What follows belongs to an exercise in optimizing a design on an open flow for small area; a production flow would make more cautious choices. In this exercise RTL edits were held to simulation tests only and were not proved equivalent to the original. Power figures rest on the tool's default switching activity, not on a simulated workload.

// LT24Top
module LT24Top (
    input              clock,
    input              globalReset,
    output             resetApp,
    output             LT24_WRn,
    output             LT24_RDn,
    output             LT24_CSn,
    output             LT24_RS,
    output             LT24_RESETn,
    output [     15:0] LT24_D,
    output             LT24_LCD_ON
);
assign LT24_RDn    = 1'b1;
assign LT24_CSn    = 1'b0;
assign LT24_LCD_ON = 1'b1;
reg [3:0] resetSync;
always @(posedge clock or posedge globalReset)
    if (globalReset) resetSync <= 4'hF;
    else             resetSync <= {resetSync[2:0], 1'b0};
wire reset = resetSync[3];
assign LT24_RESETn = ~reset;
reg [12:0] q;
reg        run;
always @(posedge clock or posedge reset)
    if (reset) begin
        q   <= 13'd204;
        run <= 1'b0;
    end else begin
        q <= q + 13'd1;
        if (q == 13'h14CC) run <= 1'b1;
    end
assign resetApp = reset | ~run;
wire [6:0] romIdx = q[7:1];
wire romHi   = (q[12:8] == 5'h14);
reg [8:0] romWord;
always @(*) begin
    case (romIdx)
        7'd0: romWord = 9'h0ef;
        7'd1: romWord = 9'h103;
        7'd2: romWord = 9'h180;
        7'd3: romWord = 9'h102;
        7'd4: romWord = 9'h0cf;
        7'd5: romWord = 9'h100;
        7'd6: romWord = 9'h181;
        7'd7: romWord = 9'h1c0;
        7'd8: romWord = 9'h0ed;
        7'd9: romWord = 9'h164;
        7'd10: romWord = 9'h103;
        7'd11: romWord = 9'h112;
        7'd12: romWord = 9'h181;
        7'd13: romWord = 9'h0e8;
        7'd14: romWord = 9'h185;
        7'd15: romWord = 9'h101;
        7'd16: romWord = 9'h178;
        7'd17: romWord = 9'h0cb;
        7'd18: romWord = 9'h139;
        7'd19: romWord = 9'h12c;
        7'd20: romWord = 9'h100;
        7'd21: romWord = 9'h134;
        7'd22: romWord = 9'h102;
  ...
For scale: roughly 1,400 cells after synthesis, ~25 I/O pins, about 11,000 µm² of cells after synthesis.
==> flow/config.mk <==
export PLATFORM = sky130hd
export DESIGN_NAME = LT24Top
export DESIGN_NICKNAME = LT24Top
export VERILOG_FILES = /design/flow/design.v
export SDC_FILE = /design/flow/constraint.sdc
export NUM_CORES = 4
export LEC_CHECK = 0
export CAP_MARGIN = 20
export CORE_MARGIN = 2
export CORE_UTILIZATION = 40
export CTS_BUF_LIST = sky130_fd_sc_hd__clkbuf_8
export CTS_CLUSTER_DIAMETER = 60
export CTS_CLUSTER_SIZE = 16
export PLACE_DENSITY = 0.6
export SLEW_MARGIN = 20
==> flow/constraint.sdc <==
create_clock -name core_clock -period 20.0 [get_ports {clock}]
set_input_delay 4.0000 -clock core_clock [delete_from_list [all_inputs] [get_ports {clock}]]
set_output_delay 4.0000 -clock core_clock [all_outputs]
set_load 0.01 [all_outputs]
standard.sh (not shown) runs the stock make flow with config.mk's settings and CLKGATE_MAP_FILE= SYNTH_SCRIPT=/design/flow/synth_recipe.tcl, a recipe that flattens the netlist after the stock synthesis.
==> flow/flow/run.sh <==
#!/bin/bash
# Layout flow: the standard synthesis, then an area-oriented re-mapping of
# its combinational logic (every register kept as the
# standard synthesis made it, same instance names and cell types), then the
# standard layout from floorplan to finish on that netlist.
set -e
set -o pipefail
HERE=$(pwd)
RES=$HERE/orfs/results/$FLOW_PLATFORM/LT24Top/base
LIB=$FLOW_HOME/platforms/$FLOW_PLATFORM/lib/sky130_fd_sc_hd__tt_025C_1v80.lib

YOSYS=""
for c in "${YOSYS_EXE:-}" "$FLOW_HOME/../tools/install/yosys/bin/yosys" "$(command -v yosys || true)"; do
    if [ -n "$c" ] && [ -x "$c" ]; then YOSYS=$c; break; fi
done
[ -n "$YOSYS" ] || { echo "no yosys found"; exit 1; }

# 1. standard synthesis
bash standard.sh synth > "$HERE/1_standard_synth.log" 2>&1
cp "$RES/1_2_yosys.v" "$HERE/1_2_yosys_standard.v"

# 2. re-map the combinational logic for area
cat > "$HERE/reopt.abc" <<'EOS'
strash; &get -n; &deepsyn -T 60; &put; dch -f; amap; topo; dnsize -c
EOS
cat > "$HERE/reopt.ys" <<EOS
read_liberty -ignore_miss_func $LIB
read_verilog $HERE/1_2_yosys_standard.v
blackbox sky130_fd_sc_hd__df* sky130_fd_sc_hd__ed* sky130_fd_sc_hd__sdf* sky130_fd_sc_hd__dl* sky130_fd_sc_hd__conb_*
hierarchy -top $FLOW_TOP
flatten
opt_clean
stat -liberty $LIB
abc -script $HERE/reopt.abc -liberty $LIB -dont_use sky130_fd_sc_hd__probe_p_8 -dont_use sky130_fd_sc_hd__probec_p_8 -dont_use sky130_fd_sc_hd__lpflow_*
opt_clean -purge
hierarchy -top $FLOW_TOP
stat -liberty $LIB
write_verilog -noattr -nohex -nodec $HERE/1_2_yosys_reopt.v
EOS
"$YOSYS" -s "$HERE/reopt.ys" > "$HERE/2_reopt_yosys.log" 2>&1

# registers must be unchanged
grep -E "sky130_fd_sc_hd__(df|edf|sdf|dlx|dlr|dlclkp|sdlclkp)" "$HERE/1_2_yosys_standard.v" | awk '{print $1, $2}' | sort > "$HERE/regs_standard.txt"
grep -E "sky130_fd_sc_hd__(df|edf|sdf|dlx|dlr|dlclkp|sdlclkp)" "$HERE/1_2_yosys_reopt.v" | awk '{print $1, $2}' | sort > "$HERE/regs_reopt.txt"
cmp "$HERE/regs_standard.txt" "$HERE/regs_reopt.txt"

cp "$HERE/1_2_yosys_reopt.v" "$RES/1_2_yosys.v"
rm -f "$RES/1_synth.odb" "$RES/1_synth.sdc"

# 3. standard layout from the re-mapped netlist
bash standard.sh finish > "$HERE/3_standard_finish.log" 2>&1
Edit:
--- a/flow/flow/run.sh
+++ b/flow/flow/run.sh
@@ -1,5 +1,5 @@
 #!/bin/bash
 # Layout flow: the standard synthesis, then an area-oriented re-mapping of
-# its combinational logic (every register kept as the
+# its combinational logic (every register and adder cell kept as the
 # standard synthesis made it, same instance names and cell types), then the
 # standard layout from floorplan to finish on that netlist.
@@ -27,5 +27,5 @@
 read_liberty -ignore_miss_func $LIB
 read_verilog $HERE/1_2_yosys_standard.v
-blackbox sky130_fd_sc_hd__df* sky130_fd_sc_hd__ed* sky130_fd_sc_hd__sdf* sky130_fd_sc_hd__dl* sky130_fd_sc_hd__conb_*
+blackbox sky130_fd_sc_hd__df* sky130_fd_sc_hd__ed* sky130_fd_sc_hd__sdf* sky130_fd_sc_hd__dl* sky130_fd_sc_hd__fa_* sky130_fd_sc_hd__ha_* sky130_fd_sc_hd__conb_*
 hierarchy -top $FLOW_TOP
 flatten
@@ -40,7 +40,7 @@
 "$YOSYS" -s "$HERE/reopt.ys" > "$HERE/2_reopt_yosys.log" 2>&1
 
-# registers must be unchanged
-grep -E "sky130_fd_sc_hd__(df|edf|sdf|dlx|dlr|dlclkp|sdlclkp)" "$HERE/1_2_yosys_standard.v" | awk '{print $1, $2}' | sort > "$HERE/regs_standard.txt"
-grep -E "sky130_fd_sc_hd__(df|edf|sdf|dlx|dlr|dlclkp|sdlclkp)" "$HERE/1_2_yosys_reopt.v" | awk '{print $1, $2}' | sort > "$HERE/regs_reopt.txt"
+# registers and adder cells must be unchanged
+grep -E "sky130_fd_sc_hd__(df|ed|sdf|dl|fa_|ha_|conb)" "$HERE/1_2_yosys_standard.v" | awk '{print $1, $2}' | sort > "$HERE/regs_standard.txt"
+grep -E "sky130_fd_sc_hd__(df|ed|sdf|dl|fa_|ha_|conb)" "$HERE/1_2_yosys_reopt.v" | awk '{print $1, $2}' | sort > "$HERE/regs_reopt.txt"
 cmp "$HERE/regs_standard.txt" "$HERE/regs_reopt.txt"
 
Routed wire length grows by roughly a tenth.
Register-to-register slack is worse by 1.2 ns.
Final area grows by roughly a tenth.
Clock skew grows by 0.0061 ns.
Edit:
--- a/flow/config.mk
+++ b/flow/config.mk
@@ -9,7 +9,7 @@
 export CORE_MARGIN = 2
 export CORE_UTILIZATION = 40
-export CTS_BUF_LIST = sky130_fd_sc_hd__clkbuf_8
-export CTS_CLUSTER_DIAMETER = 60
-export CTS_CLUSTER_SIZE = 16
+export CTS_BUF_LIST = sky130_fd_sc_hd__clkbuf_16
+export CTS_CLUSTER_DIAMETER = 100
+export CTS_CLUSTER_SIZE = 24
 export PLACE_DENSITY = 0.6
 export SLEW_MARGIN = 20
The new run went through all stages and came out clean. Setup slack improves by 0.094 ns. Flip-flop and latch count stays the same. Routed wire length stays flat. Total power rises by about 0.8%. Clock-buffer cell count falls by 10. Via count is about the same. Utilization hardly moves. Die area does not change.

-- port drivers added, routing unchanged --
Ports are ideal in the flow. The routed layouts listed here were re-timed in OpenROAD.
Step 1 assumes that a clkbuf_16 drives the clock port and a buf_2 every other input.
Step 2 times the ports against the registers' clock, not the clock port: input delays grow and output delays shrink by t, the midpoint of the rising clock arrivals with the driver on.
Three values: ideal, step 1, step 2; two values: the first two.
run	shift t [ns]	setup WS [ns]	worst setup path at the end	slew at the worst register clock pin (ns)	worst data-port slew with drivers (ns)
the first run	0.580	11.272 / 11.230 / 11.809	register to output	0.10 / 0.10	0.04
the second run	0.605	11.093 / 11.046 / 11.652	register to output	0.09 / 0.09	0.03
the third run	0.536	11.187 / 11.139 / 11.676	register to output	0.11 / 0.11	0.03
After both steps setup and hold are still met in every run listed.
